Context: an optimization exercise on an open-source flow, tuned for small area. The choices shown serve that exercise and are no tape-out recipe. The RTL was checked by simulation tests, not by an equivalence proof against the original design.

JK:
==> flow/design.v (excerpt) <==
module BPC_TOP
(
    input   wire            clk,
    input   wire            rst_n,
    input   wire  [63:0]    data_i,
    input   wire            valid_i,
    input   wire            sop_i,
    input   wire            eop_i,
    output  wire  [63:0]    data_o,
    output  wire  [10:0]    size_o,
    output  wire            d_valid,
    output  wire            s_valid
);
    wire  [133:0] chunk;
    wire  [2:0]   chunk_rlen;
    wire  [15:0]  chunk_base;
    wire          chunk_first;
    wire  [7:0]   chunk_size;
    wire          chunk_valid;
    wire          chunk_eop;
    BPC_COMP BE0
    (
    .clk              (clk),
    .rst_n            (rst_n),
    .data_i           (data_i),
    .valid_i          (valid_i),
    .sop_i            (sop_i),
    .eop_i            (eop_i),
    .data_o           (chunk),
    .rlen_o           (chunk_rlen),
    .base_o           (chunk_base),
    .first_o          (chunk_first),
    .size_o           (chunk_size),
    .valid_o          (chunk_valid),
    .eop_o            (chunk_eop)
    );
    BPC_CODEBUF BEBUF
    (
    .data_i           (chunk),
    .rlen_i           (chunk_rlen),
    .base_i           (chunk_base),
    .first_i          (chunk_first),
    .size_i           (chunk_size),
    .valid_i          (chunk_valid),
    .eop_i            (chunk_eop),
    .rst_n            (rst_n),
    .clk              (clk),
    .data_o           (data_o),
    .size_o           (size_o),
    .d_valid          (d_valid),
    .s_valid          (s_valid)
    );
endmodule
Size in the first run: about 11000 cells after synthesis, about 150 I/O pins.
clock: 14.0 ns
lec_check: 0
abc_area: 1
cap_margin: 20
cell_pad_in_sites_detail_placement: 1
cell_pad_in_sites_global_placement: 2
core_margin: 2
core_utilization: 55
place_density: 0.7
slew_margin: 20
synth_hierarchical: 1
standard.sh (not shown) runs the stock make flow with config.mk's settings and CLKGATE_MAP_FILE= SYNTH_SCRIPT=/design/flow/synth_recipe.tcl, a recipe that flattens the netlist after the stock synthesis.
==> flow/flow/run.sh <==
#!/bin/bash
# The standard layout, with clock tree synthesis clustering up to 24 sinks within
# 90 um per leaf buffer and without dummy loads (the tree is not padded to balance
# load; hold and setup are still repaired by the standard flow).
set -euo pipefail
export CTS_ARGS="-sink_clustering_enable -repair_clock_nets -sink_clustering_size 24 -sink_clustering_max_diameter 90 -dont_use_dummy_load"
bash standard.sh > standard.log 2>&1
> inputs changed (JK -> MS)
- removing PLACE_DENSITY (formerly 0.7)
- changing CORE_UTILIZATION from 55 to 40
Findings:
- Worst hold slack across all endpoints for MS: 0.038 ns down relative to JK
- Taking JK as the reference, in MS die area grew by about 37%; met2 wire length now sits higher; design area rose by 1.8%.
- Compared to JK, the router laid down more metal wire for MS.
What AL does differently from MS at the input level:
- PLACE_DENSITY newly set to 0.7
- CORE_UTILIZATION changed from 40 to 55
==> flow/flow/run.sh <==
#!/bin/bash
# The standard layout, with clock tree synthesis clustering up to 24 sinks within
# 120 um per leaf buffer and without dummy loads (the tree is not padded to balance
# load; hold and setup are still repaired by the standard flow).
set -euo pipefail
export CTS_ARGS="-sink_clustering_enable -repair_clock_nets -sink_clustering_size 24 -sink_clustering_max_diameter 120 -dont_use_dummy_load"
bash standard.sh > standard.log 2>&1
--- outcome ---
Via count of the first global-routing pass, AL vs MS: up by a few percent. Share of final layout cell area taken by non-clock buffers (AL over MS): decrease, 0.44 points. Compare MS and AL | global-route usage higher: AL.

---

Setup of job 7899:
BPC_TOP, a different RTL version from the one above (not shown whole).
For scale: about 2100 flip-flops, roughly 150 I/O pins.
==> flow/design.v (excerpt) <==
module BPC_TOP
(
    input   wire            clk,
    input   wire            rst_n,
    input   wire  [63:0]    data_i,
    input   wire            valid_i,
    input   wire            sop_i,
    input   wire            eop_i,
    output  wire  [63:0]    data_o,
    output  wire  [10:0]    size_o,
    output  wire            d_valid,
    output  wire            s_valid
);
make LEC_CHECK=0 ABC_AREA=1 CAP_MARGIN=20 CELL_PAD_IN_SITES_DETAIL_PLACEMENT=1 CELL_PAD_IN_SITES_GLOBAL_PLACEMENT=2 CORE_MARGIN=2 CORE_UTILIZATION=40 CTS_CLUSTER_DIAMETER=120 CTS_CLUSTER_SIZE=20 SLEW_MARGIN=20 finish   # period 14.0 ns
run.sh (not shown) runs the stock make flow with config.mk's settings and CLKGATE_MAP_FILE= SYNTH_SCRIPT=/design/flow/synth_recipe.tcl, a recipe that flattens the netlist after the stock synthesis.
Stock flow here: none of the scripts above is used.
Job 7899 finished every stage and its layout cleared the timing, DRC and antenna checks.
#### Input delta (job 9331 over job 7899)
Settings: CTS_CLUSTER_DIAMETER changed from 120 to 60.
--- outcome ---
- From job 7899 to job 9331, number of routed nets with antenna violations did not move at all.
- Relative to job 7899, the final cell area reported for job 9331 is higher.
- Cell count went up slightly going from job 7899 to job 9331.
- Length of routed met2 wiring: job 9331 vs job 7899 up 1600 microns
- Job 9331 ended up with a lower sequential share of cell area than job 7899 did.
- Job 9331 vs. job 7899: core utilization of the finished layout now larger; layout cell share with drive strength beyond 1 now larger; total wire length after detailed routing now larger.
Input changes introduced in job 2750 (baseline for comparison: job 9331):
Settings: removing CTS_CLUSTER_DIAMETER (formerly 60); removing CTS_CLUSTER_SIZE (formerly 20).
==> flow/flow/run.sh (new file) <==
#!/bin/bash
# The standard layout, with clock tree synthesis clustering up to 24 sinks within
# 90 um per leaf buffer and without dummy loads (the tree is not padded to balance
# load; hold and setup are still repaired by the standard flow).
set -euo pipefail
export CTS_ARGS="-sink_clustering_enable -repair_clock_nets -sink_clustering_size 24 -sink_clustering_max_diameter 90 -dont_use_dummy_load"
bash standard.sh > standard.log 2>&1
==> flow/standard.sh (new file) <==
#!/bin/bash
# synth_recipe.tcl (not shown) runs the flow's synth.tcl, then flattens the netlist and writes it again
# the make line also repeats each setting of config.mk as NAME=value (left out here)
make -C /OpenROAD-flow-scripts/flow DESIGN_CONFIG=/design/flow/config.mk WORK_HOME=/design/flow/orfs CLKGATE_MAP_FILE= SYNTH_SCRIPT=/design/flow/synth_recipe.tcl "${@:-finish}"
removed: flow/run.sh
Findings:
Job 2750 finished end to end and its layout was clean on timing, DRC and antenna. The higher utilization came out of job 9331. Job 2750 against job 9331: number of global-route vias before repair dropped 1098, total via count in the routed design went down 1.0%. Job 9331 and job 2750 ended up with nearly the same highest attainable clock frequency.
Input changes introduced in job 1470 (baseline for comparison: job 2750):
==> flow/run.sh (new file) <==
#!/bin/bash
# synth_recipe.tcl (not shown) runs the flow's synth.tcl, then flattens the netlist and writes it again
# the make line also repeats each setting of config.mk as NAME=value (left out here)
make -C /OpenROAD-flow-scripts/flow DESIGN_CONFIG=/design/flow/config.mk WORK_HOME=/design/flow/orfs CLKGATE_MAP_FILE= SYNTH_SCRIPT=/design/flow/synth_recipe.tcl finish
removed: flow/flow/run.sh
removed: flow/standard.sh
==> run notes <==
- In the flow results for job 1470 and job 2750, the fraction of layout instances using a drive strength above 1 is larger on job 1470.
- Delta (job 1470 minus job 2750): count of clock-buffer cells in the layout up 185, highest cell delay on the worst timing path has remained practically unchanged.
- Job 1470 against job 2750: adder-cell area share of the yosys netlist has remained practically unchanged, worst-case reg-to-reg path depth moved down, path length in cells of the critical path went down.
- H-tree level count up 1 in job 1470 wrt job 2750

---

Another version of the RTL of BPC_TOP (not shown whole).
Size in the first run: about 2100 flip-flops, roughly 98000 µm² of cells after synthesis.
==> flow/config.mk <==
export PLATFORM = sky130hd
export DESIGN_NAME = BPC_TOP
export DESIGN_NICKNAME = BPC_TOP
export VERILOG_FILES = /design/flow/design.v
export SDC_FILE = /design/flow/constraint.sdc
export NUM_CORES = 4
export LEC_CHECK = 0
export ABC_AREA = 1
export CAP_MARGIN = 20
export CELL_PAD_IN_SITES_DETAIL_PLACEMENT = 1
export CELL_PAD_IN_SITES_GLOBAL_PLACEMENT = 2
export CORE_MARGIN = 2
export CORE_UTILIZATION = 40
export CTS_CLUSTER_DIAMETER = 120
export CTS_CLUSTER_SIZE = 20
export SLEW_MARGIN = 20
export SYNTH_HIERARCHICAL = 1
==> flow/constraint.sdc <==
create_clock -name core_clock -period 14.0 [get_ports {clk}]
set_input_delay 2.8000 -clock core_clock [delete_from_list [all_inputs] [get_ports {clk}]]
set_output_delay 2.8000 -clock core_clock [all_outputs]
set_load 0.01 [all_outputs]
Stock flow here: none of the scripts above is used.
Next try:
==> flow/flow/run.sh (new file) <==
#!/bin/bash
# The standard layout, with clock tree synthesis clustering up to 24 sinks within
# 90 um per leaf buffer and without dummy loads (the tree is not padded to balance
# load; hold and setup are still repaired by the standard flow).
set -euo pipefail
export CTS_ARGS="-sink_clustering_enable -repair_clock_nets -sink_clustering_size 24 -sink_clustering_max_diameter 90 -dont_use_dummy_load"
bash standard.sh > standard.log 2>&1
==> flow/standard.sh (new file) <==
#!/bin/bash
# synth_recipe.tcl (not shown) runs the flow's synth.tcl, then flattens the netlist and writes it again
# the make line also repeats each setting of config.mk as NAME=value (left out here)
make -C /OpenROAD-flow-scripts/flow DESIGN_CONFIG=/design/flow/config.mk WORK_HOME=/design/flow/orfs CLKGATE_MAP_FILE= SYNTH_SCRIPT=/design/flow/synth_recipe.tcl "${@:-finish}"
- CTS_CLUSTER_DIAMETER: 120 -> default
- CTS_CLUSTER_SIZE: 20 -> default
removed: flow/run.sh
Outcome: Sequential cell count stays the same; setup slack got worse by 0.088 ns; synthesized area does not change.

==> what the ideal ports hide <==
In the flow no input, the clock included, has a driving cell. The finished layouts below were timed again as built, in two steps. Step 1: set_driving_cell puts a clkbuf_16 on clk and a buf_2 on each other input, an assumption about the parent block. Step 2, shift: input delay + t, output delay - t, t = (earliest + latest rising clock arrival at the registers) / 2. This alone moves slack from input paths to output paths. a / b / c = ideal / step 1 / step 2; a / b = the first two.
run | shift t [ns] | setup WS [ns] | worst register clock-pin slew, ns
JK | 0.886 | 1.549 / 1.549 / 1.549 | 0.11 / 0.11
MS | 0.903 | 1.846 / 1.846 / 1.846 | 0.11 / 0.11
AL | 0.897 | 1.800 / 1.800 / 1.800 | 0.12 / 0.12
job 7899 | 0.905 | 3.000 / 3.000 / 3.000 | 0.10 / 0.10
job 9331 | 0.985 | 2.870 / 2.870 / 2.870 | 0.09 / 0.09
job 2750 | 0.900 | 2.883 / 2.883 / 2.883 | 0.11 / 0.11
job 1470 | 0.980 | 2.796 / 2.796 / 2.796 | 0.08 / 0.08
the first run of note 3 | 0.909 | 2.199 / 2.199 / 2.199 | 0.11 / 0.11
the second run of note 3 | 0.880 | 2.111 / 2.111 / 2.111 | 0.11 / 0.11
After both steps every run listed still meets setup and hold.
